Background: an optimization exercise with open tools, aiming at small area. Do not read the settings as production practice.
In this exercise RTL edits were held to simulation tests only and were not proved equivalent to the original.
The clock cells of runs 1 and 2 come from the design's own scripts or RTL, not from TritonCTS.
The clock input has no modelled driver; a real chip could not lean on it and would need a root buffer or a full tree.
Power is estimated from default activity; no workload was simulated.

### flow/design.v
`timescale 1ns / 1ps
module Top(
    clk, rst_switch, play_switch, signal_out1, signal_out2, signal_out3, LED, LED_state, mode4_handout_count, LED_switch
);
    input clk, rst_switch, play_switch;
    output [4-1:0] signal_out1, signal_out2, signal_out3;
    output [4-1:0] LED;
    output [5-1:0] LED_state;
    output [3-1:0] mode4_handout_count;
    output LED_switch;
    assign LED_switch = play_switch;
    localparam [2:0] I_DS = 3'b100;
    reg [2:0] ds_q;
    wire [2:0] ds = ds_q ^ I_DS;
    wire rst = ds[2] & ~ds[1];
    wire [2:0] ds_n;
    assign ds_n[2] = (rst_switch & ds[1] & ~ds[0]) | (rst_switch & ds[2] & ds[0]) | (~rst_switch & ds[2] & ds[1] & ~ds[0]);
    assign ds_n[1] = rst_switch & (ds[0] | (ds[1] & ~ds[2]));
    assign ds_n[0] = rst_switch & (ds[2] | ~ds[1]);
    always @(posedge clk)
        ds_q <= ds_n ^ I_DS;
    localparam [1:0] I_RND = 2'b10;
    localparam [2:0] I_Q5 = 3'b000;
    reg [1:0] rnd_q;
    reg [2:0] q5_q;
    wire [1:0] rnd = rnd_q ^ I_RND;
    wire [2:0] q5 = q5_q ^ I_Q5;
    always @(posedge clk) begin
        if (rst) begin
            rnd_q <= 2'd0 ^ I_RND;
            q5_q <= 3'b100 ^ I_Q5;
        end else begin
            rnd_q <= (rnd + 2'd1) ^ I_RND;
            q5_q <= {q5[1:0], ~(q5[1] & (q5[2] | ~q5[0]))} ^ I_Q5;
        end
    end
    wire tick = ~rnd[1] & rnd[0] & q5[1] & ~q5[0];
    reg [4:0] state;
    wire [1:0] mode = state[4:3];
    wire P2 = state[2], P1 = state[1], P0 = state[0];
    wire ph_wait = ~(P2 | P1 | P0);
    wire ph_open = P0 & ~P1;
    wire ph_close = P2;
    wire m2 = ~mode[1] & mode[0];
    wire m3 = mode[1] & ~mode[0];
    wire m4 = mode[1] & mode[0];
    localparam [9:0] PZERO = 10'd2;
    localparam [9:0] PSEED = 10'd4;
    localparam [9:0] PLAST = 10'd520;        
    localparam [9:0] I_PRE = 10'b0010101010;
    reg [9:0] pre_q;
    wire [9:0] pre = pre_q ^ I_PRE;
    localparam [3:0] I_CNT = 4'b0000;
    reg [3:0] cnt_q;    
    wire [3:0] cnt = cnt_q ^ I_CNT;
    localparam [2:0] I_HC = 3'b000;
    reg [2:0] hcnt_q;   
    wire [2:0] hcnt = hcnt_q ^ I_HC;
    wire swon = ~play_switch;
    wire wrap = (((pre ^ PLAST) & 10'b0111110111) == 10'd0);    
    wire s0 = (((pre ^ PSEED) & 10'b0111111011) == 10'd0);      
    wire t0 = (((pre ^ PZERO) & 10'b1011111101) == 10'd0);      
    wire done = P1 ? (cnt[1] & (m2 ? cnt[3] : cnt[2]))
                   : (cnt[1] & cnt[0] & (~m2 | P2 | (cnt[3] & cnt[2])));
    wire h_ne3 = ~(hcnt[1] & hcnt[0]);
    wire h_ne0 = hcnt[1] | hcnt[0];
    reg [2:0] np;
    always @(*) begin
        np[2] = P2 ? ~done
              : P1 ? (P0 & done & ~(m4 & ~hcnt[2]))
              : (P0 & done & m3 & h_ne3);
        np[1] = P1 ? (~(P0 & done) | (m4 & ~hcnt[2]))
              : (ph_open & done & ~(m3 & h_ne3));
        np[0] = P1 ? (P0 ^ done)
              : P2 ? (done & m3 & h_ne0)
              : P0 ? ~done
              : swon;
    end
    wire take = ph_wait & swon;
    wire clear = ph_wait | done;
    always @(posedge clk) begin
        pre_q <= (clear ? PZERO : wrap ? PSEED : {pre[8:0], pre[9] ^ pre[2]}) ^ I_PRE;
        cnt_q <= (clear ? 4'd0 : wrap ? cnt + 4'd1 : cnt) ^ I_CNT;
    end
    wire hinc = done & ((P1 & ~P0 & m4) | (ph_open & m3));
    wire [2:0] hcnt_n = (ph_close & mode[0]) ? 3'd0
                      : hinc ? {hcnt[2] | (mode[0] & hcnt[1] & hcnt[0]), hcnt[1:0] + 2'd1}
                      : hcnt;
    always @(posedge clk) begin
        if (rst) begin
            state <= 5'd0;
            hcnt_q <= 3'd0 ^ I_HC;
        end else begin
            state[2:0] <= np;
            if (take)
                state[4:3] <= rnd;
            hcnt_q <= hcnt_n ^ I_HC;
        end
    end
    assign LED_state = state;
    assign mode4_handout_count = {hcnt[2], hcnt[1:0] & {2{mode[0]}}};
    assign LED = {~mode[1] & ~mode[0], m2, m3, m4};
    wire lid_over = (cnt[3] | cnt[2] | (cnt[1] & cnt[0] & ~s0));
    wire hand_over = (cnt[3] | (cnt[2] & cnt[1] & (cnt[0] | ~s0)));
    wire en_lid = ~t0 & ~P1 & ~lid_over;
    wire en_hand = ~t0 & P1 & ~hand_over;
    wire fwd = P0;
    localparam [6:0] I_DRV = 7'b0000000;     
    reg vl_q, vh_q, el_q, eh_q, d_q;
    reg [1:0] p_q;
    wire vl = vl_q ^ I_DRV[6], vh = vh_q ^ I_DRV[5], el = el_q ^ I_DRV[4], eh = eh_q ^ I_DRV[3];
    wire d = d_q ^ I_DRV[2];
    wire [1:0] p = p_q ^ I_DRV[1:0];
    always @(posedge clk) begin
        if (rst) begin
            vl_q <= I_DRV[6];
            vh_q <= I_DRV[5];
            el_q <= I_DRV[4];
            eh_q <= I_DRV[3];
        end else if (tick) begin
            vl_q <= el ^ I_DRV[6];
            vh_q <= eh ^ I_DRV[5];
            el_q <= en_lid ^ I_DRV[4];
            eh_q <= en_hand ^ I_DRV[3];
        end
    end
    wire cont = el ? vl : vh;
    always @(posedge clk) begin
        if (tick) begin
            p_q <= {cont & (p[1] ^ p[0] ^ ~d), cont & ~p[0]} ^ I_DRV[1:0];
            d_q <= fwd ^ I_DRV[2];
        end
    end
    wire [3:0] onehot = {p[1] & p[0], p[1] & ~p[0], ~p[1] & p[0], ~p[1] & ~p[0]};
    assign signal_out1 = onehot & {4{vl}};
    assign signal_out2 = onehot & {4{vh}};
    assign signal_out3 = signal_out1;
endmodule  
### flow/flow/run.sh
#!/bin/bash
# Standard ORFS layout with three changes:
# - after the standard synthesis, the combinational logic is re-mapped for
#   area by yosys/abc (registers untouched: same cells and names); eight abc
#   runs with different seeds, then four more from the best of them, and the smallest netlist that abc's cec
#   proves equal to the standard netlist (registers cut into ports) is used (else the standard netlist);
# - the port buffers are the smallest buffer (buf_1);
# - the clock tree is two clkbuf_8 fed from the clock port (cts_hook.tcl).
# Each tool's output goes to its own log file in this folder.
set -euo pipefail
HERE=$(pwd)
RES=$HERE/orfs/results/$FLOW_PLATFORM/Top/base
YOSYS=yosys
ABC=yosys-abc
[ -x "$FLOW_HOME/../tools/install/yosys/bin/yosys" ] && YOSYS=$FLOW_HOME/../tools/install/yosys/bin/yosys
[ -x "$FLOW_HOME/../tools/install/yosys/bin/yosys-abc" ] && ABC=$FLOW_HOME/../tools/install/yosys/bin/yosys-abc
LIB=$FLOW_HOME/platforms/$FLOW_PLATFORM/lib/sky130_fd_sc_hd__tt_025C_1v80.lib

bash standard.sh synth > synth.log 2>&1

# resynth_one SEED START: re-map netlist START with abc seed SEED into
# resynth/sSEED; keep its area if the result is proven equal to the
# standard netlist.
resynth_one() {
  local d=resynth/s$1
  mkdir -p $d
  cp $2 $d/start.v
  cp $RES/1_2_yosys.v $d/in.v
  cp $LIB $d/lib.lib
  cp flow/resynth.ys flow/equiv.sh flow/aig.ys flow/cut_ffs.py $d/
  printf 'strash\n&get -n\n&st\n&deepsyn -T 30 -S %s\n&put\nstrash\n&get -n\n&dch\n&nf -R 1000 -p -F 10 -A 10 -C 32\n&put\n' $(( $1 % 100 )) > $d/abc.script
  if (cd $d && $YOSYS -s resynth.ys > resynth.log 2>&1 && bash equiv.sh $YOSYS $ABC > equiv.log 2>&1) \
     && ! grep -q '^ *assign .*[&|^~]' $d/out.v; then
    grep 'Chip area for top' $d/resynth_stat.txt | awk '{print $NF}' > $d/area.txt
  fi
  rm -f $d/lib.lib
}
# pick_best SEEDS...: sets best/barea to the smallest proven result
pick_best() {
  for s in "$@"; do
    f=resynth/s$s/area.txt
    [ -s $f ] || continue
    a=$(cat $f)
    if [ -z "$barea" ] || awk -v a=$a -v b=$barea 'BEGIN{exit !(a<b)}'; then best=$s; barea=$a; fi
  done
}
mkdir -p resynth
cp $RES/1_2_yosys.v resynth/standard.v
best=""; barea=""
for s in 1 2 3 4; do resynth_one $s resynth/standard.v & done
wait
for s in 5 6 7 8; do resynth_one $s resynth/standard.v & done
wait
pick_best 1 2 3 4 5 6 7 8
if [ -n "$best" ]; then
  cp resynth/s$best/out.v resynth/round1.v
  for s in 11 12 13 14; do resynth_one $s resynth/round1.v & done
  wait
  pick_best 11 12 13 14
fi
if [ -n "$best" ]; then
  cp resynth/s$best/out.v $RES/1_2_yosys.v
  touch $RES/1_2_yosys.v
  echo "resynth: used seed $best, area $barea" > resynth/status.txt
else
  echo "resynth: failed, standard netlist kept" > resynth/status.txt
fi

bash standard.sh BUFFER_PORTS_ARGS="-buffer_cell sky130_fd_sc_hd__buf_1" \
  PRE_CTS_TCL=$HERE/flow/cts_hook.tcl finish > standard.log 2>&1
### flow/flow/aig.ys
# One cut netlist (registers turned into ports) as an AIG, for abc's cec.
read_liberty -ignore_miss_func lib.lib
read_verilog cut.v
hierarchy -top cut
flatten
opt_clean
techmap
opt -fast
aigmap
write_aiger -zinit cut.aig
### flow/flow/cts_hook.tcl
# Clock tree of K buffers fed straight from the clock port: the clock sinks are
# split into K equal groups by position and each group gets one buffer at
# its centroid.
proc my_simple_cts { clk_net_name buf_cell k } {
  set block [ord::get_db_block]
  set net [$block findNet $clk_net_name]
  set pts {}
  foreach it [$net getITerms] {
    if { [$it isInputSignal] || [$it getIoType] == "INPUT" } {
      set i [$it getInst]
      set bb [$i getBBox]
      lappend pts [list [expr {([$bb xMin]+[$bb xMax])/2.0}] [expr {([$bb yMin]+[$bb yMax])/2.0}] [$i getName] [[$it getMTerm] getName]]
    }
  }
  set n [llength $pts]
  if { $k > $n } { set k $n }
  # equal-size groups: sinks sorted along the wider side of their bounding
  # box and cut into k runs
  set xs [lmap p $pts {lindex $p 0}]
  set ys [lmap p $pts {lindex $p 1}]
  set wx [expr {[tcl::mathfunc::max {*}$xs] - [tcl::mathfunc::min {*}$xs]}]
  set wy [expr {[tcl::mathfunc::max {*}$ys] - [tcl::mathfunc::min {*}$ys]}]
  set axis [expr {$wx >= $wy ? 0 : 1}]
  set sorted [lsort -real -index $axis $pts]
  set pts {}
  set asg {}
  set i 0
  foreach p $sorted {
    lappend pts $p
    lappend asg [expr {$i * $k / $n}]
    incr i
  }
  set cs {}
  for {set j 0} {$j < $k} {incr j} {
    set sx 0; set sy 0; set m 0
    foreach p $pts a $asg { if { $a == $j } { set sx [expr {$sx + [lindex $p 0]}]; set sy [expr {$sy + [lindex $p 1]}]; incr m } }
    lappend cs [list [expr {$sx/$m}] [expr {$sy/$m}]]
  }
  set dbu [$block getDbUnitsPerMicron]
  for {set j 0} {$j < $k} {incr j} {
    set pins {}
    foreach p $pts a $asg { if { $a == $j } { lappend pins [get_pins "[lindex $p 2]/[lindex $p 3]"] } }
    if { [llength $pins] == 0 } { continue }
    set c [lindex $cs $j]
    insert_buffer -buffer_cell $buf_cell -net $clk_net_name -load_pins $pins \
      -location [list [expr {[lindex $c 0]/$dbu}] [expr {[lindex $c 1]/$dbu}]] \
      -buffer_name clkbuf_leaf_$j -net_name clknet_leaf_$j
    puts "clock buffer $j: [llength $pins] sinks"
  }
}

# Used in place of TritonCTS: the design has few registers, so two clkbuf_8
# fed from the clock port, each driving the registers near it, meet the
# clock slew limit with less area than an H-tree with dummy loads.
rename clock_tree_synthesis __tritoncts_clock_tree_synthesis
proc clock_tree_synthesis { args } {
  my_simple_cts clk sky130_fd_sc_hd__clkbuf_8 2
  # upsize a buffer whose registers would see a slow clock edge
  set_propagated_clock [all_clocks]
  estimate_parasitics -placement
  set block [ord::get_db_block]
  foreach it [[$block findNet clk] getITerms] {
    set inst [$it getInst]
    foreach ot [$inst getITerms] {
      if { ![$ot isOutputSignal] } { continue }
      set onet [$ot getNet]
      if { $onet == "NULL" } { continue }
      set maxs 0
      foreach pin [get_pins -of_objects [get_nets [$onet getName]]] {
        foreach rf {rise fall} {
          set s [get_property $pin slew_max_$rf]
          if { $s > $maxs } { set maxs $s }
        }
      }
      set ps [expr {$maxs < 1e-6 ? $maxs * 1e12 : $maxs * 1e3}]
      puts "clock buffer [$inst getName]: estimated slew [format %.1f $ps] ps"
      if { $ps > 122 } {
        replace_cell [get_cells [$inst getName]] sky130_fd_sc_hd__clkbuf_16
        puts "clock buffer [$inst getName]: upsized to clkbuf_16"
      }
    }
  }
}
### flow/flow/cut_ffs.py
#!/usr/bin/env python3
"""Cut every register of a gate netlist (as yosys writes it) into ports:
its Q net becomes driven by a new input and its D/DE nets drive new outputs.
usage: cut_ffs.py IN.v OUT.v MODULE_NAME
Two netlists with the same register instances then have the same ports, and
their combinational logic can be compared by a SAT miter."""
import re, sys
src, dst, name = sys.argv[1], sys.argv[2], sys.argv[3]
txt = open(src).read()
inst_re = re.compile(r'\n(\s*)(sky130_fd_sc_hd__(?:e?dfxtp|dfrtp|dfstp|dfbbp|sdf\w*)_\d+)\s+(\\\S+\s|\S+)\s*\((.*?)\);', re.S)
ffs = []
def repl(m):
    cell, inst, body = m.group(2), m.group(3).strip(), m.group(4)
    pins = dict((p, n.strip()) for p, n in re.findall(r'\.(\w+)\(((?:[^()]|\([^()]*\))*)\)', body))
    ffs.append((inst, cell, pins))
    return '\n'
txt = inst_re.sub(repl, txt)
ffs.sort()
ports, decls = [], []
for i, (inst, cell, pins) in enumerate(ffs):
    for p, n in sorted(pins.items()):
        if p == 'CLK' or n == '':
            continue
        pn = 'ff%d_%s' % (i, p)
        ports.append(pn)
        if p in ('Q', 'Q_N'):
            decls.append('  input %s;\n  assign %s = %s ;\n' % (pn, n, pn))
        else:
            decls.append('  output %s;\n  assign %s = %s ;\n' % (pn, pn, n))
m = re.search(r'module\s+(\w+)\s*\((.*?)\);', txt, re.S)
txt = txt[:m.start()] + 'module %s(%s, %s);\n' % (name, m.group(2), ', '.join(ports)) + txt[m.end():]
e = txt.rindex('endmodule')
txt = txt[:e] + ''.join(decls) + txt[e:]
open(dst, 'w').write(txt)
print('%d registers cut' % len(ffs))
### flow/flow/equiv.sh
#!/bin/bash
# Prove the re-mapped netlist out.v equal to the standard netlist in.v:
# both keep the same registers, so cutting every register into ports leaves
# two combinational circuits with the same ports, which abc's cec compares.
# usage (in the resynth folder): equiv.sh YOSYS ABC
set -euo pipefail
YOSYS=$1; ABC=$2
mkdir -p gold gate
python3 cut_ffs.py in.v gold/cut.v cut > gold/cut.log
python3 cut_ffs.py out.v gate/cut.v cut > gate/cut.log
cmp -s gold/cut.log gate/cut.log
# identical port lists, in the same order
[ "$(grep -m1 '^module cut' gold/cut.v)" = "$(grep -m1 '^module cut' gate/cut.v)" ]
for x in gold gate; do cp lib.lib aig.ys $x/; (cd $x && $YOSYS -s aig.ys > aig.log 2>&1); rm -f $x/lib.lib; done
$ABC -c "cec gold/cut.aig gate/cut.aig" > cec.log 2>&1
grep -q 'Networks are equivalent' cec.log
### flow/flow/resynth.ys
# Re-map the combinational logic of the standard synthesis netlist for area.
# Registers are kept as they are (same cells, same instance names); every
# other cell is dissolved into its liberty function and re-mapped by abc.
read_liberty -ignore_miss_func lib.lib
read_verilog start.v
hierarchy -top Top
setattr -mod -set keep_hierarchy 1 sky130_fd_sc_hd__dfxtp_1 sky130_fd_sc_hd__edfxtp_1 sky130_fd_sc_hd__dfrtp_1 sky130_fd_sc_hd__dfstp_1 sky130_fd_sc_hd__dfbbp_1
flatten
rename -hide w:*.*
opt -purge
abc -liberty lib.lib -dont_use *lpflow* -dont_use *probe* -script abc.script
opt_clean -purge
tee -o resynth_stat.txt stat -liberty lib.lib
select Top
write_verilog -noattr -selected out.v
### flow/standard.sh
#!/bin/bash
# synth_recipe.tcl (not shown) runs the flow's synth.tcl, then flattens the netlist and writes it again
# the make line also repeats each setting of config.mk as NAME=value (left out here)
make -C /OpenROAD-flow-scripts/flow DESIGN_CONFIG=/design/flow/config.mk WORK_HOME=/design/flow/orfs CLKGATE_MAP_FILE= SYNTH_SCRIPT=/design/flow/synth_recipe.tcl "${@:-finish}"
### flow/config.mk
export PLATFORM = sky130hd
export DESIGN_NAME = Top
export DESIGN_NICKNAME = Top
export VERILOG_FILES = /design/flow/design.v
export SDC_FILE = /design/flow/constraint.sdc
export NUM_CORES = 4
export LEC_CHECK = 0
export CAP_MARGIN = 20
export CORE_MARGIN = 2
export CORE_UTILIZATION = 40
export SLEW_MARGIN = 20
### flow/constraint.sdc
create_clock -name core_clock -period 10.0 [get_ports {clk}]
set_input_delay 2.0000 -clock core_clock [delete_from_list [all_inputs] [get_ports {clk}]]
set_output_delay 2.0000 -clock core_clock [all_outputs]
set_load 0.01 [all_outputs]
==> out/qor.json, run 1 <==
{
  "logic_synthesis": {
    "postSynthCellCount": 156,
    "yosysWarningCount": 1,
    "mappedNetlistNets": 159,
    "mean_post_synth_cell_area_um2": 9.079,
    "netlist_area_um2": 1416
  },
  "floorplan": {
    "dieHeight_um": 63.51,
    "io-pin-count": 28,
    "start_util_pct": 42.11,
    "placement_rows": 21,
    "chipWidth_um": 63.51,
    "fp.coreArea_um2": 3363,
    "dieArea_um2": 4033
  },
  "clock_tree": {
    "worst_skew_pair.late_latency_ns": 0.16,
    "ctsResizeCount": 0,
    "post_cts_buffers": 0,
    "clk_pin_slew_worst_paths_ns": 0.11,
    "cts_hold_buffers": 0
  },
  "route": {
    "drt_drc_violations_left": 0,
    "post_drt_via_cell_ratio": 5.199,
    "drtIter0Drc": 33,
    "wire_per_inst_um": 11.98,
    "detail_route.first_pass.iterations": 4,
    "via_count": 1201,
    "drt.antenna.violating_nets": 0,
    "finalWirelength_mm": 2.768
  },
  "setup_path": {
    "timing.critical_path.required_ns": 8.00,
    "timing.setup.critical_path_class": "in -> out",
    "ff2ff_path_depth": 7,
    "critical-path-top-delay-family": "buffers and inverters",
    "critical_path.slowest_cell": "buf_1",
    "cp_common_cell": "buf_1",
    "critPathCaptureType": "primary output",
    "startpoint_type": "primary input",
    "path_max_fanout": 3,
    "path_depth": 2,
    "crit_chain": "buf_1, buf_1",
    "path_buf_inv": 2,
    "timing.critical_path.slowest_cell_delay_ns": 0.16,
    "crit_arrival_ns": 2.27
  },
  "timing": {
    "holdWs_ns": 0.3937,
    "maxClockFrequency_mhz": 234.3,
    "max_slew.worst_pin.slew_ns": 0.5817,
    "report.final.hold_viol_count": 0,
    "period_share_pct": 42.68,
    "report.final.slew_viol_count": 0,
    "final.min_clock_period_ns": 4.268,
    "skew_ns": 0.005768,
    "maxSlewHeadroom_pct": 60.86,
    "final-setup-viol-count": 0,
    "rsz0062_at_grt": "false",
    "sum_of_negative_setup_slack_ns": 0
  },
  "finish": {
    "synthToLayoutAreaGrowth_pct": 13.16,
    "fill_cell_instance_count_of_the_final_layout": 351,
    "layout.nets": 190,
    "antennaDiodeCount": 0,
    "final_layout_size_suffix_gt1_share_pct": 1.081,
    "layoutNonFillerInstCount": 231
  },
  "global_routing": {
    "wire_length_of_the_first_global_routing_pass_mm": 4.912,
    "grt_remaining_overflow": 0,
    "grtUsageTotal_pct": 14.20,
    "grt_pass1_vias": 1084,
    "antenna_found_initial": 0,
    "grt_start_max_net_pins": 20
  },
  "outcome": {
    "run_status": "complete, no violations"
  },
  "pwr": {
    "leakage_nw": 0.5656,
    "power.density_cell_area_nw_per_um2": 270.5,
    "fin_total_pwr_mw": 0.4335,
    "vdd.ir_drop.worst_v": 0.00009984
  },
  "placement": {
    "place.detailed.hpwl_mm": 2.113,
    "placed_cells": 229,
    "finalWeightedCongestion": 0.7780,
    "buffer_ports.inserted": 27
  },
  "worst_hold_path": {
    "min_path_cells": 1,
    "worst_hold_path_type": "reg -> reg"
  },
  "flow_run": {
    "max_cap_violations": 0
  }
}
metrics by stage:
step | util (%) | setup slack (ns) | area (µm²)
after floorplan | - | 6.000 | 1416
final | 47.66 | 5.732 | 1603
after detailed placement | 46.84 | 5.726 | 1575
after global placement | 46.84 | 5.725 | 1575
after CTS | 47.66 | 5.728 | 1603
after global routing | 47.66 | 5.707 | 1603
power by group:
group | switching, mW | internal (mW)
Combinational | 0.0819 | 0.0520
Clock | 0.0353 | 0.0187
Sequential | 0.0504 | 0.195
Total | 0.168 | 0.266
flip-flops by register name, indices dropped and copies added (netlist names):
signal and cells:
cnt_q 4, d_q 1, ds_q 3, eh_q 1, el_q 1, hcnt_q 3, p_q 2, pre_q 10
q5_q 3, rnd_q 2, state 5, vh_q 1, vl_q 1
layout by cell type (no fill, tap or decap), types with 2 or more instances in the layout:
master / n
a21oi_1: 14
a22o_1: 3
and2_0: 9
and3_1: 2
buf_1: 27
clkbuf_8: 2
clkinv_1: 6
dfxtp_1: 34
edfxtp_1: 3
nand2_1: 14
nor2_1: 20
nor2b_1: 4
nor3_1: 9
nor3b_1: 3
nor4_1: 2
o211ai_1: 2
o21ai_0: 8
o22ai_1: 4
o31ai_1: 2
or2_0: 2
or3_1: 2
xnor2_1: 2
cell type report, clock buffers not listed:
cell class / instances / area [µm²] / area share [%]
sequential: 37 / 770.7 / 48.09
multi-input combinational: 113 / 623.1 / 38.88
timing repair buffer: 27 / 101.3 / 6.323
tap: 46 / 57.56 / 3.591
inverter: 6 / 22.52 / 1.405
metal layers:
metal  share of wire (%)  global-route usage [%]
met5                   0                       0
met4                0.76                  0.8152
met3                 4.7                   1.071
met2                  42                   21.97
met1                  52                   22.55
path summary, 6_finish.rpt:
| kind | endpoint | start | slack [ns] |
|---|---|---|---|
| max | LED_switch | play_switch | 5.73 |
| min | pre_q[7]$_DFF_P_ | pre_q[6]$_SDFF_PP0_ | 0.39 |
| max reg2reg | pre_q[0]$_SDFF_PP0_ | state[3]$_SDFFE_PP0P_ | 7.61 |
| min reg2reg | pre_q[7]$_DFF_P_ | pre_q[6]$_SDFF_PP0_ | 0.39 |
==> inputs of run 2 (changes only) <==
--- a/flow/design.v
+++ b/flow/design.v
@@ -106,5 +106,5 @@
     wire en_hand = ~t0 & P1 & ~hand_over;
     wire fwd = P0;
-    localparam [6:0] I_DRV = 7'b0000000;     
+    localparam [6:0] I_DRV = 7'b1100000;     
     reg vl_q, vh_q, el_q, eh_q, d_q;
     reg [1:0] p_q;
==> run 2 against run 1 <==
Worst hold slack lost 0.0021 ns; synthesized cell count grew 2.6%; first-iteration DRC count shrank 15%; largest power group unchanged; still clean.
==> out/qor.json, run 2 <==
{
  "outcome": {
    "run_status": "complete, no violations"
  },
  "setup_path": {
    "timing.setup.critical_path_class": "in -> out",
    "cp_common_cell": "buf_1",
    "path_buf_inv": {"value": 2, "change": "unchanged"},
    "timing.critical_path.required": {"value": 8.00, "unit": "ns", "change": "about the same"},
    "path_max_fanout": {"value": 2, "change": "-1"},
    "crit_chain": "buf_1, buf_1",
    "critical_path.slowest_cell": "buf_1",
    "critical-path-top-delay-family": "buffers and inverters",
    "timing.critical_path.slowest_cell_delay": {"value": 0.15, "unit": "ns", "change": "about the same"},
    "r2r_slack": {"value": 7.73, "unit": "ns", "change": "+0.12 ns"},
    "crit_arrival": {"value": 2.24, "unit": "ns", "change": "-0.03 ns"},
    "startpoint_type": "primary input",
    "critPathCaptureType": "primary output"
  },
  "route": {
    "drt.antenna.violating_nets": {"value": 0, "change": "unchanged"},
    "finalWirelength": {"value": 2.800, "unit": "mm", "change": "+1.2%"},
    "via_count": {"value": 1219, "change": "+1.5%"},
    "detail_route.first_pass.iterations": {"value": 4, "change": "unchanged"},
    "post_drt_via_cell_ratio": {"value": 5.187, "change": "-0.23%"},
    "wire_per_inst": {"value": 11.91, "unit": "µm", "change": "-0.57%"},
    "drt_drc_violations_left": {"value": 0, "change": "unchanged"},
    "drtIter0Drc": {"value": 28, "change": "-15%"}
  },
  "timing": {
    "rsz0062_at_grt": "false",
    "maxClockFrequency": {"value": 235.8, "unit": "MHz", "change": "+0.66%"},
    "max_slew.worst_pin.slew": {"value": 0.7152, "unit": "ns", "change": "+0.1334 ns"},
    "sum_of_negative_setup_slack": {"value": 0, "unit": "ns", "change": "unchanged"},
    "skew": {"value": 0.01197, "unit": "ns", "change": "+0.006201 ns"},
    "period_share": {"value": 42.40, "unit": "%", "change": "-0.28 points"},
    "holdWs": {"value": 0.3916, "unit": "ns", "change": "-0.002109 ns"},
    "final.min_clock_period": {"value": 4.240, "unit": "ns", "change": "-0.02797 ns"},
    "final-setup-viol-count": {"value": 0, "change": "unchanged"},
    "report.final.hold_viol_count": {"value": 0, "change": "unchanged"},
    "report.final.slew_viol_count": {"value": 0, "change": "unchanged"},
    "maxSlewHeadroom": {"value": 51.88, "unit": "%", "change": "-9.0 points"}
  },
  "pwr": {
    "vdd.ir_drop.worst": {"value": 0.0001026, "unit": "V", "change": "+2.8%"},
    "p_switching": {"value": 0.1887, "unit": "mW", "change": "+13%"},
    "leakage": {"value": 0.5589, "unit": "nW", "change": "-1.2%"},
    "power.combinational.fraction": {"value": 35.0, "unit": "%", "change": "+4.1 points"},
    "clockPowerShare": {"value": 11.4, "unit": "%", "change": "-1.0 points"},
    "power.share.sequential": {"value": 53.6, "unit": "%", "change": "-3.1 points"},
    "net_sw_share": {"value": 40.20, "unit": "%", "change": "+1.5 points"},
    "int_power": {"value": 0.2807, "unit": "mW", "change": "+5.5%"},
    "power.density_cell_area": {"value": 295.4, "unit": "nW/µm²", "change": "+9.2%"}
  },
  "finish": {
    "layout_common_cells": "34 x dfxtp_1, 29 x nor2_1, 27 x buf_1",
    "antennaDiodeCount": {"value": 0, "change": "unchanged"},
    "finish.instance_area": {"value": 1589, "unit": "µm²", "change": "-0.86%"},
    "reg_top3": "pre_q (10), state (5), cnt_q (4)",
    "final_common_cell": "dfxtp_1",
    "layoutNonFillerInstCount": {"value": 235, "change": "+1.7%"},
    "largest_register_ffs": {"value": 10, "change": "unchanged"},
    "final_layout_size_suffix_gt1_share": {"value": 1.058, "unit": "%", "change": "-0.023 points"},
    "layout.nets": {"value": 194, "change": "+2.1%"},
    "biggest_register": "pre_q",
    "multi_input_area": {"value": 616.8, "unit": "µm²", "change": "-1.0%"},
    "synthToLayoutAreaGrowth_pct": 13.29,
    "final-seq-area": {"value": 770.7, "unit": "µm²", "change": "unchanged"},
    "fill_cell_instance_count_of_the_final_layout": {"value": 362, "change": "+3.1%"}
  },
  "clock_tree": {
    "worst_skew_pair.late_latency": {"value": 0.16, "unit": "ns", "change": "about the same"},
    "clk_pin_slew_worst_paths": {"value": 0.10, "unit": "ns", "change": "about the same"},
    "cts_hold_buffers": {"value": 0, "change": "unchanged"},
    "ctsResizeCount": {"value": 0, "change": "unchanged"},
    "post_cts_buffers": {"value": 0, "change": "unchanged"}
  },
  "floorplan": {
    "dieArea": {"value": 3996, "unit": "µm²", "change": "-0.91%"},
    "start_util": {"value": 41.70, "unit": "%", "change": "-0.41 points"},
    "dieHeight": {"value": 63.22, "unit": "µm", "change": "-0.46%"},
    "placement_rows": {"value": 21, "change": "unchanged"},
    "io-pin-count": {"value": 28, "change": "unchanged"},
    "chipWidth": {"value": 63.22, "unit": "µm", "change": "-0.46%"},
    "fp.coreArea": {"value": 3363, "unit": "µm²", "change": "unchanged"}
  },
  "global_routing": {
    "grt_remaining_overflow": {"value": 0, "change": "unchanged"},
    "antenna_found_initial": {"value": 0, "change": "unchanged"},
    "grt_start_max_net_pins": {"value": 20, "change": "unchanged"},
    "grtUsageTotal": {"value": 14.27, "unit": "%", "change": "+0.070 points"},
    "wire_length_of_the_first_global_routing_pass": {"value": 4.919, "unit": "mm", "change": "+0.14%"},
    "grt_pass1_vias": {"value": 1093, "change": "+0.83%"}
  },
  "logic_synthesis": {
    "mappedNetlistNets": {"value": 163, "change": "+2.5%"},
    "netlist_area": {"value": 1403, "unit": "µm²", "change": "-0.97%"},
    "postSynthCellCount": {"value": 160, "change": "+2.6%"},
    "mean_post_synth_cell_area": {"value": 8.766, "unit": "µm²", "change": "-3.4%"},
    "yosysWarningCount": {"value": 1, "change": "unchanged"}
  },
  "flow_run": {
    "max_cap_violations": {"value": 0, "change": "unchanged"}
  },
  "placement": {
    "buffer_ports.inserted": {"value": 27, "change": "unchanged"},
    "place.detailed.hpwl": {"value": 2.161, "unit": "mm", "change": "+2.3%"},
    "placement.cell_area": {"value": 1562, "unit": "µm²", "change": "-0.87%"},
    "finalWeightedCongestion": {"value": 0.7447, "change": "-4.3%"},
    "placed_cells": {"value": 233, "change": "+1.7%"}
  },
  "worst_hold_path": {
    "worst_hold_path_type": "reg -> reg"
  }
}
## run 2: worst paths after layout
check                   startpoint               endpoint  depth (start not counted)
min reg2reg    pre_q[4]$_SDFF_PP0_       pre_q[5]$_DFF_P_                          1
min            pre_q[4]$_SDFF_PP0_       pre_q[5]$_DFF_P_                          1
max reg2reg  state[3]$_SDFFE_PP0P_  cnt_q[3]$_SDFFE_PP0P_                          7
max                    play_switch             LED_switch                          2
## run 2: routing by layer
layer | vias to the layer above | GRT usage (%) | part of all wire (%)
li1 | 624 | - | -
met5 | - | 0 | 0
met4 | 0 | 1.359 | 1.2
met2 | 29 | 24.87 | 47
met1 | 562 | 20.18 | 47
met3 | 4 | 1.071 | 3.9
## run 2: final cells by class, clock buffers not listed
type	instances	area share (%)
inverter	4	0.9449
multi-input combinational	119	38.82
sequential	37	48.50
tap	46	3.622
timing repair buffer	27	6.378
## run 2: metrics by stage
stage	power (mW)	utilization (%)	setup slack (ns)
final	0.4694	47.25	5.760
after CTS	0.4736	47.25	5.754
after detailed placement	0.4203	46.43	5.753
after floorplan	0.3651	-	6.000
after global placement	0.4150	46.43	5.759
after global routing	0.5136	47.25	5.743
## run 2: power groups by stage
stage / sequential [mW] / clock [mW] / combinational (mW)
final: 0.252 / 0.0535 / 0.164
after global routing: 0.262 / 0.0619 / 0.190
after CTS: 0.251 / 0.0562 / 0.166
after detailed placement: 0.255 / 0 / 0.165
after global placement: 0.253 / 0 / 0.162
after floorplan: 0.245 / 0 / 0.120
==> inputs of run 3 (changes only) <==
==> flow/design.v (replaced) <==
`timescale 1ns / 1ps
module Top(
    clk, rst_switch, play_switch, signal_out1, signal_out2, signal_out3, LED, LED_state, mode4_handout_count, LED_switch
);
    input clk, rst_switch, play_switch;
    output [4-1:0] signal_out1, signal_out2, signal_out3;
    output [4-1:0] LED;
    output [5-1:0] LED_state;
    output [3-1:0] mode4_handout_count;
    output LED_switch;
    assign LED_switch = play_switch;
    reg [3:0] db;
    reg db_d, rst;
    wire db_lvl = &db;
    always @(posedge clk) begin
        db <= {db[2:0], rst_switch};
        db_d <= db_lvl;
        rst <= db_lvl & ~db_d;
    end
    reg [3:0] dcnt;
    reg dhalf;
    wire dwrap = (dcnt[3] & dcnt[0]);            
    wire tick = dwrap & ~dhalf;
    wire [1:0] rnd = {dcnt[1] ^ dhalf, dcnt[0]};
    always @(posedge clk) begin
        if (rst) begin
            dcnt <= 4'd0;
            dhalf <= 1'b0;
        end else if (dwrap) begin
            dcnt <= 4'd0;
            dhalf <= ~dhalf;
        end else begin
            dcnt <= dcnt + 4'd1;
        end
    end
    localparam Wait = 3'd0, Open_lid = 3'd1, Hand_out = 3'd2, Hand_in = 3'd3, Close_lid = 3'd4;
    reg [4:0] state;
    wire [1:0] mode = state[4:3];
    wire [2:0] ph = state[2:0];
    reg start;
    reg [9:0] sig;
    reg [3:0] cnt;
    reg [2:0] m4cnt;
    reg [1:0] m3cnt;
    wire swon = ~play_switch;
    wire wrap = sig[9] & sig[8] & sig[7] & sig[6] & sig[5] & sig[3];   
    reg hit;
    always @(*) begin
        case (ph)
            Open_lid:  hit = (mode == 2'b01) ? (&cnt) : (cnt[1] & cnt[0]);                
            Hand_out,
            Hand_in:   hit = (mode == 2'b01) ? (cnt[3] & cnt[1]) : (cnt[2] & cnt[1]);    
            default:   hit = cnt[1] & cnt[0];                                               
        endcase
    end
    wire done = start & hit;
    reg [4:0] nstate;
    always @(*) begin
        nstate = state;
        case (ph)
            Wait:      if (swon) nstate = {rnd, Open_lid};
            Open_lid:  if (done) nstate = {mode, (mode == 2'b10 && m3cnt != 2'd3) ? Close_lid : Hand_out};
            Hand_out:  if (done) nstate = {mode, Hand_in};
            Hand_in:   if (done) nstate = {mode, (mode == 2'b11 && !m4cnt[2]) ? Hand_out : Close_lid};
            default:   if (done) nstate = {mode, (mode == 2'b10 && m3cnt != 2'd0) ? Open_lid : Wait};
        endcase
    end
    always @(posedge clk) begin
        if (rst) begin
            state <= 5'd0;
            start <= 1'b0;
            sig <= 10'd0;
            cnt <= 4'd0;
            m4cnt <= 3'd0;
            m3cnt <= 2'd0;
        end else begin
            state <= nstate;
            start <= (ph != Wait) & ~done;
            if (start & ~done) begin
                sig <= wrap ? 10'd0 : sig + 10'd1;
                if (wrap) cnt <= cnt + 4'd1;
            end else begin
                sig <= 10'd0;
                cnt <= 4'd0;
            end
            if (ph == Close_lid)
                m4cnt <= 3'd0;
            else if (ph == Hand_out && mode == 2'b11 && done)
                m4cnt <= m4cnt + 3'd1;
            if (ph == Open_lid && mode == 2'b10 && done)
                m3cnt <= m3cnt + 2'd1;
        end
    end
    assign LED_state = state;
    assign mode4_handout_count = m4cnt;
    assign LED = {mode == 2'd0, mode == 2'd1, mode == 2'd2, mode == 2'd3};
    wire s0 = (sig == 10'd0);
    wire lid_ph = (ph == Open_lid) | (ph == Close_lid);
    wire hand_ph = (ph == Hand_out) | (ph == Hand_in);
    wire en_lid = start & lid_ph & ((cnt < 4'd3) | ((cnt == 4'd3) & s0));
    wire en_hand = start & hand_ph & ((cnt < 4'd6) | ((cnt == 4'd6) & s0));
    wire dir_lid = (ph != Close_lid);    
    wire dir_hand = (ph == Hand_in);
    stepper lid(.clk(clk), .rst(rst), .tick(tick), .en(en_lid), .dir(dir_lid), .signal(signal_out1));
    stepper hand(.clk(clk), .rst(rst), .tick(tick), .en(en_hand), .dir(dir_hand), .signal(signal_out2));
    assign signal_out3 = signal_out1;
endmodule  
module stepper(
    input clk,
    input rst,
    input tick,
    input en,
    input dir,
    output [3:0] signal
);
    reg v, e, d;
    reg [1:0] p;
    always @(posedge clk) begin
        if (rst) begin
            v <= 1'b0;
            e <= 1'b0;
            d <= 1'b0;
            p <= 2'd0;
        end else if (tick) begin
            v <= e;
            p[0] <= v & ~p[0];
            p[1] <= v & (p[1] ^ p[0] ^ ~d);
            e <= en;
            d <= dir;
        end
    end
    assign signal = {v & p[1] & p[0], v & p[1] & ~p[0], v & ~p[1] & p[0], v & ~p[1] & ~p[0]};
endmodule
==> flow/run.sh (new file) <==
#!/bin/bash
# synth_recipe.tcl (not shown) runs the flow's synth.tcl, then flattens the netlist and writes it again
# the make line also repeats each setting of config.mk as NAME=value (left out here)
make -C /OpenROAD-flow-scripts/flow DESIGN_CONFIG=/design/flow/config.mk WORK_HOME=/design/flow/orfs CLKGATE_MAP_FILE= SYNTH_SCRIPT=/design/flow/synth_recipe.tcl finish
removed: flow/flow/run.sh
removed: flow/flow/aig.ys
removed: flow/flow/cts_hook.tcl
removed: flow/flow/cut_ffs.py
removed: flow/flow/equiv.sh
removed: flow/flow/resynth.ys
removed: flow/standard.sh
==> run 3 against run 2 <==
Still clean; clock power up 110%; first-iteration DRC count increased by 75%; routed wire length rose by 37%; final cell count increased by 43%; register-to-register slack better by 0.13 ns; combinational power decreased by 5%; fmax is 15% lower; flip-flop and latch count rose by 9; utilization up 1.6 points; total power is 17% higher; cell area up 58%.
==> out/qor.json, run 3 <==
{
  "outcome": {
    "run_status": "complete, no violations"
  },
  "clock_tree": {
    "clk_pin_slew_worst_paths": {"value": 0.08, "unit": "ns", "change": "-0.02 ns"},
    "cts_hold_buffers": {"value": 0, "change": "unchanged"},
    "tritoncts.num_buffers": 5,
    "tritoncts_clock_tree": "built",
    "ctsHtreeMaxLevel": 2,
    "root_buffer": "clkbuf_8",
    "ctsLongestPathBuffers": 2,
    "post_cts_buffers": {"value": 0, "change": "unchanged"},
    "ctsResizeCount": {"value": 0, "change": "unchanged"},
    "worst_skew_pair.late_latency": {"value": 0.29, "unit": "ns", "change": "+0.13 ns"},
    "clock_sinks": 46
  },
  "global_routing": {
    "grt_pass1_vias": {"value": 1635, "change": "+50%"},
    "grt_remaining_overflow": {"value": 0, "change": "unchanged"},
    "wire_length_of_the_first_global_routing_pass": {"value": 6.996, "unit": "mm", "change": "+42%"},
    "antenna_found_initial": {"value": 0, "change": "unchanged"},
    "grt_start_max_net_pins": {"value": 27, "change": "+35%"},
    "grtUsageTotal": {"value": 14.07, "unit": "%", "change": "-0.21 points"}
  },
  "timing": {
    "final.min_clock_period": {"value": 5.010, "unit": "ns", "change": "+0.7697 ns"},
    "maxClockFrequency": {"value": 199.6, "unit": "MHz", "change": "-15%"},
    "sum_of_negative_setup_slack": {"value": 0, "unit": "ns", "change": "unchanged"},
    "postLayoutSetupSlackWorst": {"value": 4.990, "unit": "ns", "change": "-0.7697 ns"},
    "maxSlewHeadroom": {"value": 39.52, "unit": "%", "change": "-12 points"},
    "period_share": {"value": 50.10, "unit": "%", "change": "+7.7 points"},
    "final-setup-viol-count": {"value": 0, "change": "unchanged"},
    "rsz0062_at_grt": "false",
    "report.final.slew_viol_count": {"value": 0, "change": "unchanged"},
    "skew": {"value": 0.003108, "unit": "ns", "change": "-0.008861 ns"},
    "report.final.hold_viol_count": {"value": 0, "change": "unchanged"},
    "max_slew.worst_pin.slew": {"value": 0.9059, "unit": "ns", "change": "+0.1907 ns"}
  },
  "logic_synthesis": {
    "synth_most_common_cell": "dfxtp_1",
    "synth_edf_count": 0,
    "synth.yosys.seq_area_share_pct": 43.02,
    "synth_top_flop_cell": "dfxtp_1",
    "ys_ff_latch": 46,
    "ys_top_cells_by_count": "46 x dfxtp_1, 34 x nor2_1, 21 x nand2_1, 14 x inv_1",
    "postSynthCellCount": {"value": 245, "change": "+53%"},
    "mean_post_synth_cell_area": {"value": 8.738, "unit": "µm²", "change": "-0.32%"},
    "mappedNetlistNets": {"value": 256, "change": "+57%"},
    "yosys-top-cells-area": "dfxtp_1 43%, nor2_1 6.0%, ha_1 4.7%",
    "netlist_area": {"value": 2141, "unit": "µm²", "change": "+53%"},
    "synthArstFlopShare_pct": 0,
    "post-synth-top-area-fraction_pct": 43.02,
    "synth_cell_type_count": 49,
    "yosysWarningCount": {"value": 2, "change": "+1"},
    "synth_area_leader_cell": "dfxtp_1"
  },
  "flow_run": {
    "max_cap_violations": {"value": 0, "change": "unchanged"}
  },
  "route": {
    "post_drt_via_cell_ratio": {"value": 4.982, "change": "-4.0%"},
    "drtIter0Drc": {"value": 49, "change": "+75%"},
    "finalWirelength": {"value": 3.836, "unit": "mm", "change": "+37%"},
    "drt_drc_violations_left": {"value": 0, "change": "unchanged"},
    "drt.antenna.violating_nets": {"value": 0, "change": "unchanged"},
    "detail_route.first_pass.iterations": {"value": 4, "change": "unchanged"},
    "wire_per_inst": {"value": 11.42, "unit": "µm", "change": "-4.2%"},
    "via_count": {"value": 1674, "change": "+37%"}
  },
  "finish": {
    "layout.nets": {"value": 276, "change": "+42%"},
    "biggest_register": "sig",
    "final_common_cell": "dfxtp_1",
    "antennaDiodeCount": {"value": 0, "change": "unchanged"},
    "reg_top3": "sig (10), state (5)",
    "layoutNonFillerInstCount": {"value": 336, "change": "+43%"},
    "post-route-util": {"value": 48.81, "unit": "%", "change": "+1.6 points"},
    "synthToLayoutAreaGrowth_pct": 17.18,
    "layout_common_cells": "46 x dfxtp_1, 34 x nor2_1, 27 x clkdlybuf4s50_1",
    "multi_input_area": {"value": 1087, "unit": "µm²", "change": "+76%"},
    "final_layout_size_suffix_gt1_share": {"value": 4.887, "unit": "%", "change": "+3.8 points"},
    "finish.instance_area": {"value": 2509, "unit": "µm²", "change": "+58%"},
    "largest_register_ffs": {"value": 10, "change": "unchanged"},
    "final-seq-area": {"value": 920.9, "unit": "µm²", "change": "+19%"},
    "fill_cell_instance_count_of_the_final_layout": {"value": 546, "change": "+51%"}
  },
  "pwr": {
    "leakage": {"value": 0.9833, "unit": "nW", "change": "+76%"},
    "power.density_cell_area": {"value": 219.3, "unit": "nW/µm²", "change": "-26%"},
    "vdd.ir_drop.worst": {"value": 0.0001303, "unit": "V", "change": "+27%"}
  },
  "setup_path": {
    "timing.critical_path.required": {"value": 8.00, "unit": "ns", "change": "about the same"},
    "critical-path-top-delay-family": "buffers and inverters",
    "path_max_fanout": {"value": 2, "change": "unchanged"},
    "critical_path.slowest_cell": "clkdlybuf4s50_1",
    "timing.setup.critical_path_class": "in -> out",
    "startpoint_type": "primary input",
    "timing.critical_path.slowest_cell_delay": {"value": 0.53, "unit": "ns", "change": "+0.38 ns"},
    "crit_chain": "clkdlybuf4s50_1, clkdlybuf4s50_1",
    "critPathCaptureType": "primary output",
    "crit_arrival": {"value": 3.01, "unit": "ns", "change": "+0.77 ns"},
    "cp_common_cell": "clkdlybuf4s50_1",
    "path_buf_inv": {"value": 2, "change": "unchanged"}
  },
  "placement": {
    "buffer_ports.inserted": {"value": 27, "change": "unchanged"},
    "placed_cells": {"value": 328, "change": "+41%"},
    "place.detailed.hpwl": {"value": 2.760, "unit": "mm", "change": "+28%"},
    "finalWeightedCongestion": {"value": 0.7782, "change": "+4.5%"},
    "pre_cts_slack": {"value": 4.992, "unit": "ns", "change": "-0.7607 ns"},
    "placement.cell_area": {"value": 2419, "unit": "µm²", "change": "+55%"}
  },
  "floorplan": {
    "dieArea": {"value": 5953, "unit": "µm²", "change": "+49%"},
    "dieHeight": {"value": 77.16, "unit": "µm", "change": "+22%"},
    "fp.coreArea": {"value": 5140, "unit": "µm²", "change": "+53%"},
    "start_util": {"value": 41.65, "unit": "%", "change": "-0.053 points"},
    "io-pin-count": {"value": 28, "change": "unchanged"},
    "placement_rows": {"value": 26, "change": "+24%"},
    "chipWidth": {"value": 77.16, "unit": "µm", "change": "+22%"}
  },
  "worst_hold_path": {
    "worst_hold_path_type": "reg -> reg"
  }
}
[run 3: logic make-up after synthesis]
| logic type | count (synthesis) | synth area share, % |
|---|---|---|
| AND/OR/NAND/NOR | 111 | 26.71 |
| XOR/XNOR | 15 | 6.137 |
| adder cells (fa/ha/maj) | 8 | 4.676 |
| flip-flops | 46 | 43.02 |
| buffers and inverters | 28 | 6.195 |
| AO/OA/AOI/OAI | 32 | 10.87 |
| multiplexers | 5 | 2.396 |
[run 3: routing by layer]
metal  routed length [µm]  track usage [%]  part of all wire [%]  up-vias
met5                    0                0                     0        -
li1                     -                -                     -      875
met3                  106            2.824                   2.8        4
met4                   36            4.107                  0.94        0
met1                 1791            17.54                    47      776
met2                 1902            24.43                    50       19
[run 3: worst reg2reg max path, stage by stage (launching register included)]
cell      delay, ns
dfxtp_1        0.57
nand2b_1       0.21
a211oi_2       0.07
o32ai_1        0.54
and3_1         0.32
mux2_1         0.33
[run 3: layout make-up]
class	count	area share [%]
tap	70	3.491
clock buffer	5	2.743
timing repair buffer	27	10.77
sequential	46	36.71
multi-input combinational	171	43.34
inverter	14	2.095
clock inverter	3	0.8479
[run 3: per-stage QoR]
stage	total power, mW	hold slack (ns)
2_1_floorplan	0.3843	0.3236
3_3_place_gp	0.4405	0.3293
3_5_place_dp	0.4446	0.3307
4_1_cts	0.5584	0.3513
5_1_grt	0.5944	0.3627
6_report	0.5501	0.3494
[run 3: worst paths after layout]
kind	end	startpoint	slack [ns]	cells past startpoint
hold reg to reg	db[3]$_DFF_P_	db[2]$_DFF_P_	0.35	0
hold / removal	db[3]$_DFF_P_	db[2]$_DFF_P_	0.35	0
setup reg to reg	m3cnt[0]$_SDFFE_PP0P_	state[2]$_SDFFE_PP0P_	7.86	5
setup / recovery	LED_switch	play_switch	4.99	2
[run 3: report_power, final]
part | total, mW | internal, mW | switching [mW] | leakage (nW)
logic | 0.156 | 0.0885 | 0.0677 | 0.562
clock network | 0.112 | 0.0491 | 0.0632 | 0.0441
registers | 0.282 | 0.226 | 0.0559 | 0.377

static timing again, ports no longer ideal:
No port has a modelled driver above. Below, the same layouts with a new extraction and two added sets of constraints. Step 1, drivers: a clkbuf_16 drives clk and a buf_2 each remaining input, both assumed. Step 2, shift: input delay + t, output delay - t, t = (earliest + latest rising clock arrival at the registers) / 2. This alone moves slack from input paths to output paths. Slacks: no drivers / after step 1 / after step 2; pairs: no drivers / after step 1.
| run | t (ns) | setup WS [ns] | worst setup path after step 2 |
|---|---|---|---|
| run 1 | 0.191 | 5.732 / 5.707 / 5.707 | input to output |
| run 2 | 0.194 | 5.760 / 5.733 / 5.733 | input to output |
| run 3 | 0.317 | 4.990 / 4.963 / 4.963 | input to output |
After both steps every run listed still meets setup and hold.
